Source: an optimization exercise on an open RTL-to-GDS flow (aim: small area, a short achievable clock period and few clock cycles). Production flows keep margins and buffers that such runs may drop.
Function was checked by simulation only, so behaviour that the tests miss may differ from the original.
Power figures rest on the tool's default switching activity, not on a simulated workload.

S:
Design vec_accel, start of the top module:
module vec_accel (
        input  logic       clk,
        input  logic       rst_l,
        input  logic [7:0] in_data,
        input  logic       in_valid,
        output logic       in_ready,
        output logic [7:0] out_data,
        output logic       out_valid
    );
Size in the first run: roughly 2,900 flip-flops, about 21 I/O pins, roughly 0.098 mm^2 of cells after synthesis.
export LEC_CHECK = 0
export ABC_CLOCK_PERIOD_IN_PS = 3500
export CAP_MARGIN = 20
export CORE_MARGIN = 2
export CORE_UTILIZATION = 40
export PLACE_DENSITY = 0.6
export SLEW_MARGIN = 20
create_clock -name core_clock -period 10.0 [get_ports {clk}]
standard.sh (not shown) runs the stock make flow with config.mk's settings and CLKGATE_MAP_FILE= SYNTH_SCRIPT=/design/flow/synth_recipe.tcl, a recipe that flattens the netlist after the stock synthesis.
==> flow/flow/run.sh <==
#!/bin/bash
set -euo pipefail
MARGIN=6.7
sed "s/CLKGATE_MAP_FILE= /CLKGATE_MAP_FILE= SETUP_SLACK_MARGIN=${MARGIN} /" standard.sh > standard_margin.sh
bash standard_margin.sh > flow.log 2>&1
In summary, S completed successfully, with a layout that passed the timing, DRC and antenna checks.
Testbench counts of S, summed over its fixed seeds: cycles 24,302.
What Q does differently from S at the input level:
Settings: CTS_CLUSTER_DIAMETER newly set to 106; CTS_CLUSTER_SIZE newly set to 22.
--- outcome ---
- Q completed every stage of the flow, and the final layout passed the timing, DRC and antenna checks.
- Per the comparison of Q with S, synthesized cell count held steady; sequential share of layout area increased 2.8 points; final area fell 4.8%.
- NOTE global-route wire length before repair S->Q decreased slightly
- Power consumption was higher in the run labelled S.
- Delta (Q minus S): power in sequential cells about even; synthesized area did not really move.

---

Another version of the RTL of vec_accel (not shown whole).
For scale: roughly 7,400 cells after synthesis, roughly 2,900 flip-flops, ~21 I/O pins, about 99,000 um2 of cells after synthesis.
clock: 10.0 ns
lec_check: 0
abc_clock_period_in_ps: 3500
cap_margin: 20
core_margin: 2
core_utilization: 40
place_density: 0.6
slew_margin: 20
Scripts as last shown in full above: flow/flow/run.sh
The first run passed the timing, DRC and antenna checks.
Testbench counts at the start, summed over its fixed seeds: cycles 24,302.
Then changed:
--- a/flow/config.mk
+++ b/flow/config.mk
@@ -10,4 +10,4 @@
 export CORE_MARGIN = 2
-export CORE_UTILIZATION = 40
-export PLACE_DENSITY = 0.6
+export CORE_UTILIZATION = 55
+export PLACE_DENSITY = 0.7
 export SLEW_MARGIN = 20
=> Synthesized cell count does not change; power increases slightly; clock-buffer cell count decreases by 14; wire length decreases by a few percent; setup slack improved by 0.0065 ns; sequential power hardly moves.

---

== north ==
vec_accel, a different RTL version from the one above (not shown whole).
Size: roughly 7,800 cells after synthesis, ~2,900 flip-flops, roughly 21 I/O pins, ~99,000 sq um of cells after synthesis.
// vec_accel
module vec_accel (
        input  logic       clk,
        input  logic       rst_l,
        input  logic [7:0] in_data,
        input  logic       in_valid,
        output logic       in_ready,
        output logic [7:0] out_data,
        output logic       out_valid
    );
Settings: LEC_CHECK=0, ABC_CLOCK_PERIOD_IN_PS=3500, CAP_MARGIN=20, CORE_MARGIN=2, CORE_UTILIZATION=40, PLACE_DENSITY=0.6, SLEW_MARGIN=20; clock period 10.0 ns.
==> flow/flow/run.sh <==
#!/bin/bash
set -euo pipefail
MARGIN=6.5
sed "s/CLKGATE_MAP_FILE= /CLKGATE_MAP_FILE= SETUP_SLACK_MARGIN=${MARGIN} /" standard.sh > standard_margin.sh
bash standard_margin.sh > flow.log 2>&1
north completed; timing, DRC and antenna clean
Testbench counts of north, summed over its fixed seeds: cycles 26,072.
### north -> south
- SETUP_SLACK_MARGIN newly set to 5
- ABC_CLOCK_PERIOD_IN_PS changed from 3500 to 4000
==> flow/run.sh (new file) <==
#!/bin/bash
# synth_recipe.tcl (not shown) runs the flow's synth.tcl, then flattens the netlist and writes it again
# the make line also repeats each setting of config.mk as NAME=value (left out here)
make -C /OpenROAD-flow-scripts/flow DESIGN_CONFIG=/design/flow/config.mk WORK_HOME=/design/flow/orfs CLKGATE_MAP_FILE= SYNTH_SCRIPT=/design/flow/synth_recipe.tcl finish
removed: flow/flow/run.sh
removed: flow/standard.sh
==> run notes <==
south gives less slew at the pin closest to its max-slew limit than north did.
Data required time at the worst endpoint, north and south: higher on north
The higher combinational share of power came out of north.
south against north: post-layout utilization of the core neither gained nor lost much, via count lost about 0.4%, total routed wirelength lost about 1%, first-iteration DRC count picked up an extra 100.
Between south and north, the cell count does not differ in any meaningful way.

---

vec_accel, a different RTL version from the one above (not shown whole).
Size in the first run: ~7300 cells after synthesis, about 21 I/O pins, about 98000 sq um of cells after synthesis.
==> flow/config.mk <==
export PLATFORM = sky130hd
export DESIGN_NAME = vec_accel
export DESIGN_NICKNAME = vec_accel
export VERILOG_FILES = /design/flow/design.v
export SDC_FILE = /design/flow/constraint.sdc
export NUM_CORES = 4
export LEC_CHECK = 0
export ABC_CLOCK_PERIOD_IN_PS = 3500
export CAP_MARGIN = 20
export CORE_MARGIN = 2
export CORE_UTILIZATION = 40
export PLACE_DENSITY = 0.6
export SLEW_MARGIN = 20
==> flow/constraint.sdc <==
create_clock -name core_clock -period 10.0 [get_ports {clk}]
set_input_delay 2.0000 -clock core_clock [delete_from_list [all_inputs] [get_ports {clk}]]
set_output_delay 2.0000 -clock core_clock [all_outputs]
set_load 0.01 [all_outputs]
==> flow/flow/run.sh <==
#!/bin/bash
set -euo pipefail
MARGIN=6.7
sed "s/CLKGATE_MAP_FILE= /CLKGATE_MAP_FILE= SETUP_SLACK_MARGIN=${MARGIN} /" standard.sh > standard_margin.sh
bash standard_margin.sh > flow.log 2>&1
Testbench counts at the start, summed over its fixed seeds: cycles 26,072.
Then changed:
- CTS_BUF_LIST: default -> sky130_fd_sc_hd__clkbuf_4 sky130_fd_sc_hd__clkbuf_8
After rerunning:
- worst setup slack loses 170 ps
- count of clock-buffer cells in the layout goes up by 259
- core utilization goes down by 0.22 points
- power goes down by 1.7%
- sequential share of layout area goes up by 0.27 points
- design area goes down by about 0.47%
- worst hold slack gains 8.5 ps

==> static timing again, ports no longer ideal <==
How much do the figures lean on ideal ports? The routed layouts below were timed once more, with nothing changed but the port constraints.
Step 1: set_driving_cell puts a clkbuf_16 on clk and a buf_2 on each other input, an assumption about the parent block.
Step 2 times the ports against the registers' clock, not the clock port: input delays grow and output delays shrink by t, the midpoint of the rising clock arrivals with the driver on.
a / b / c = no drivers / after step 1 / after step 2; a / b = the first two.
run	t (ns)	setup slack, ns	worst hold slack (ns)	worst setup path at the end	slew at the worst register clock pin (ns)
S	0.986	6.448 / 6.357 / 5.718	0.279 / 0.279 / 0.279	input to register	0.07 / 0.07
Q	0.911	6.502 / 6.410 / 5.742	0.297 / 0.297 / 0.297	input to register	0.10 / 0.10
the first run of note 2	0.977	6.409 / 6.323 / 5.732	0.272 / 0.272 / 0.272	input to register	0.07 / 0.07
the second run of note 2	0.987	6.416 / 6.329 / 5.652	0.252 / 0.252 / 0.252	input to register	0.07 / 0.07
north	0.994	6.010 / 6.070 / 5.075	0.264 / 0.264 / 0.264	input to register	0.07 / 0.07
south	0.986	5.237 / 5.314 / 4.328	0.244 / 0.244 / 0.244	input to register	0.07 / 0.07
the first run of note 4	1.020	6.411 / 6.320 / 5.320	0.256 / 0.256 / 0.256	input to register	0.07 / 0.07
the second run of note 4	1.143	6.243 / 6.153 / 5.491	0.265 / 0.265 / 0.265	input to register	0.07 / 0.07
After both steps setup and hold are still met in every run listed. For the first run of note 4, which loses most, drivers alone change the setup slack by -0.091 ns; drivers and shift together by -1.091 ns.
